Source: an optimization exercise on an open RTL-to-GDS flow (aim: small area, a short achievable clock period and few clock cycles per item). Production flows keep margins and buffers that such runs may drop. At most, simulation tests tie the RTL to the original design; equivalence was not proved.

==> flow/design.v <==
`timescale 1ns/1ps
`default_nettype none
module div_unit_step (
    input  logic [31:0] r,
    input  logic [31:0] y,
    input  logic        hiok,
    input  logic        sa,
    output logic        q,
    output logic [31:0] rn
);
    logic [31:0] g, p, gg, pp;
    always_comb begin
        g  = r & y;
        p  = r ^ y;
        gg = g;
        pp = p;
        for (int l = 0; l < 5; l++)
            for (int i = 0; i < 32; i++)
                if ((i % (2 << l)) == (2 << l) - 1) begin
                    gg[i] = gg[i] | (pp[i] & gg[i - (1 << l)]);
                    pp[i] = pp[i] & pp[i - (1 << l)];
                end
        for (int l = 3; l >= 0; l--)
            for (int i = 0; i < 32; i++)
                if ((i % (2 << l)) == (1 << l) - 1 && i >= (2 << l)) begin
                    gg[i] = gg[i] | (pp[i] & gg[i - (1 << l)]);
                    pp[i] = pp[i] & pp[i - (1 << l)];
                end
    end
    assign q  = hiok & ~(sa & r[31]) & (gg[31] | (sa & pp[31]));
    assign rn = q ? (p ^ {gg[30:0], 1'b0}) : r;
endmodule
module div_unit #(
    parameter integer K = 6
) (
    input  logic        clk_i,
    input  logic        rst_ni,
    input  logic        start_i,
    input  logic [2:0]  op_type_i,
    input  logic [31:0] operand_a_i,
    input  logic [31:0] operand_b_i,
    output logic [31:0] result_o,
    output logic        done_o,
    output logic        busy_o,
    output logic        exception_valid_o,
    output logic [31:0] exception_cause_o
);
    localparam integer W  = 32 + K - 1;        
    localparam integer MM = (32 + K - 1) / K;  
    localparam integer CW = (MM > 8) ? 4 : 3;    
    logic        busy_q, done_q, first_q, acc;
    logic [CW-1:0] cnt_q;
    logic [2:0]  op_q;
    logic [31:0] r_q, d_q, q_q;
    logic        sa_q, exc_q;
    logic        sgn, sa0, sa, sb, bz, ovf;
    logic [31:0] x0, bm, nb;
    logic [32:0] cb;
    logic [5:0]  la, lb;
    logic signed [7:0] n;
    logic [CW-1:0] mm1, rc;
    assign sgn = ~op_q[0];
    assign sa0 = sgn & r_q[31];
    assign sa  = first_q ? sa0 : sa_q;
    assign sb  = sgn & d_q[31];
    assign x0  = r_q ^ {32{first_q & sa0}};
    assign bm  = d_q ^ {32{sb}};
    assign ovf = (r_q == 32'h80000000) && (d_q == 32'hFFFFFFFF);
    assign cb[0] = ~sb;
    for (genvar i = 0; i < 32; i++) begin : g_inc
        assign nb[i]    = ~bm[i] ^ cb[i];
        assign cb[i+1] = ~bm[i] & cb[i];
    end
    always_comb begin
        la = 6'd0;
        lb = 6'd0;
        for (int i = 0; i < 32; i++) begin
            if (x0[i]) la = 6'(i + 1);
            if (bm[i]) lb = 6'(i + 1);
        end
    end
    assign bz = (lb == 6'd0) & ~sb;
    assign n = $signed({2'b00, la}) - $signed({2'b00, lb}) + $signed({7'd0, sa0 & ~sb}) + 8'sd1;
    always_comb begin
        mm1 = '0;
        for (int j = 1; j < MM; j++)
            if (n > j * K) mm1 = CW'(j);
    end
    assign rc = first_q ? mm1 : cnt_q;
    logic [W-1:0] ys [0:CW];
    assign ys[0] = W'({1'b1, nb}) << (K - 1);
    for (genvar i = 0; i < CW; i++) begin : g_align
        assign ys[i+1] = rc[i] ? (ys[i] << (K << i)) : ys[i];
    end
    logic [W-1:0] yw;
    assign yw = ys[CW];
    logic [31:0]  rs [0:K];
    logic [K-1:0] qb;
    assign rs[0] = x0;
    for (genvar j = 0; j < K; j++) begin : g_step
        logic [W-1:0] yj;
        logic         hiok;
        assign yj = W'({{j{1'b1}}, yw} >> j);
        if (W - j > 32) begin : g_hi
            assign hiok = &yj[W-1-j:32];
        end else begin : g_nohi
            assign hiok = 1'b1;
        end
        div_unit_step u_step (
            .r(rs[j]), .y(yj[31:0]), .hiok(hiok), .sa(sa), .q(qb[K-1-j]), .rn(rs[j+1])
        );
    end
    logic        last, is_rem, negl, rflip;
    logic [31:0] qbase, qf, qn;
    logic [32:0] orq;
    assign last   = (rc == '0);
    assign is_rem = op_q[2] & op_q[1];
    assign qbase  = first_q ? 32'd0 : q_q;
    assign qf     = {qbase[31-K:0], qb & {K{op_q[2]}}};
    assign negl   = last & op_q[2] & ~op_q[1] & ((sa ^ sb) | bz);
    assign rflip  = sa;
    logic [32-K:0] orh;
    assign orq[0] = bz;
    assign orh[0] = 1'b0;
    for (genvar i = 0; i < 32; i++) begin : g_res
        if (i < K) begin : g_lo
            assign orq[i+1] = orq[i] | qf[i];
        end else begin : g_hi
            assign orh[i-K+1] = orh[i-K] | qf[i];
            assign orq[i+1]   = orq[K] | orh[i-K+1];
        end
        assign qn[i] = (is_rem ? rs[K][i] : qf[i]) ^ (is_rem ? rflip : (negl & orq[i]));
    end
    always_ff @(posedge clk_i or negedge rst_ni) begin
        if (!rst_ni) begin
            busy_q <= 1'b0;
            done_q <= 1'b0;
        end else if (start_i) begin
            busy_q <= 1'b1;
            done_q <= 1'b0;
        end else if (done_q) begin
            busy_q <= 1'b0;
            done_q <= 1'b0;
        end else if (busy_q && last) begin
            done_q <= 1'b1;
        end
    end
    assign acc = ~busy_q | done_q;
    always_ff @(posedge clk_i) begin
        first_q <= start_i;
        cnt_q   <= rc - CW'(1);
        q_q     <= qn;
        if (acc) begin
            r_q  <= operand_a_i;
            d_q  <= operand_b_i;
            op_q <= op_type_i;
        end else begin
            r_q  <= rs[K];
        end
        if (first_q) begin
            sa_q  <= sa0;
            exc_q <= bz | ovf;
        end
    end
    assign result_o          = q_q;
    assign done_o            = done_q;
    assign busy_o            = busy_q;
    assign exception_valid_o = exc_q;
    assign exception_cause_o = {30'd0, exc_q, 1'b0};
endmodule
Settings: LEC_CHECK=0, ABC_AREA=1, CAP_MARGIN=20, CORE_MARGIN=2, CORE_UTILIZATION=65, SLEW_MARGIN=20; clock period 150.0 ns.
standard.sh (not shown) runs the stock make flow with config.mk's settings and CLKGATE_MAP_FILE= SYNTH_SCRIPT=/design/flow/synth_recipe.tcl, a recipe that flattens the netlist after the stock synthesis.
==> flow/flow/run.sh <==
#!/bin/bash
# Standard ORFS layout (bash standard.sh) with four changes:
#  - the logic is mapped with the area-oriented ABC script in
#    flow/abc_area.script (used through a copy of the ORFS scripts folder);
#  - Yosys does not pre-map full and half adders (ADDER_MAP_FILE empty), so
#    ABC maps all the logic;
#  - constant outputs keep the single tie cell from synthesis
#    (SKIP_REPAIR_TIE_FANOUT);
#  - the input and output port buffers are sky130_fd_sc_hd__buf_1.
# The flow's full output is in standard_flow.log; ORFS keeps each step's log
# under orfs/logs/.
set -euo pipefail
rm -rf orfs_scripts
cp -r "$FLOW_HOME/scripts" orfs_scripts
cp flow/abc_area.script orfs_scripts/abc_area.script
export SCRIPTS_DIR="$PWD/orfs_scripts"
export ADDER_MAP_FILE=
export SKIP_REPAIR_TIE_FANOUT=1
export BUFFER_PORTS_ARGS="-buffer_cell sky130_fd_sc_hd__buf_1"
bash standard.sh > standard_flow.log 2>&1
==> flow/flow/abc_area.script <==
strash
balance
rewrite
refactor
balance
rewrite
rewrite -z
balance
refactor -z
rewrite -z
balance
dch
amap -m
topo
stime -c
buffer -c
dnsize -c
The starting point finished clean.
Edit:
--- a/flow/design.v
+++ b/flow/design.v
@@ -31,7 +31,7 @@
     assign rn = q ? (p ^ {gg[30:0], 1'b0}) : r;
 endmodule
 module div_unit #(
-    parameter integer K = 6
+    parameter integer K = 5
 ) (
     input  logic        clk_i,
     input  logic        rst_ni,
=>
- die area falls by 6.9%
- synthesized area goes down by 7.1%
- non-clock buffer count went down by 3
- sequential share of layout area grows by 1.3 points
- hold slack improved by 0.024 ns
- routed wire length fell by 11%
- final cell count went down by 7.3%
- final area falls by 7.1%
- register-to-register slack improves by 4.4 ns
- global-route usage decreases by 1.6 points
- utilization came out higher by 0.10 points
Testbench counts after the change, summed over its fixed seeds: cycles 5,099, ops 1,600.
Only the layout flow was run in the first run of this note; the RTL was not checked for function there.

==> re-timing with driven ports <==
Ports are ideal in the flow. The routed layouts listed here were re-timed in OpenROAD.
Step 1 (the two cells are an assumption about what drives the block):
set clk [get_ports {clk_i}]
set_driving_cell -lib_cell sky130_fd_sc_hd__clkbuf_16 $clk
set_driving_cell -lib_cell sky130_fd_sc_hd__buf_2 [delete_from_list [all_inputs] $clk]
Step 2 adds t to the input delays and takes it off the output delays; t is the mean of the earliest and latest rising clock arrival at the registers after step 1. Input paths then give back, and output paths get back, about the clock's delay inside the block.
Three values: no drivers, after step 1, after step 2; two values: the first two.
run | t (ns) | setup WS [ns] | worst setup path after step 2 | worst slew at a driven data input, ns | pins driven straight from the clock port
the first run | 0.394 | 117.197 / 117.197 / 117.197 | register to register | 0.06 | 1
the second run | 0.383 | 119.085 / 119.044 / 119.427 | register to output | 0.05 | 1
After both steps every run listed still meets setup and hold.
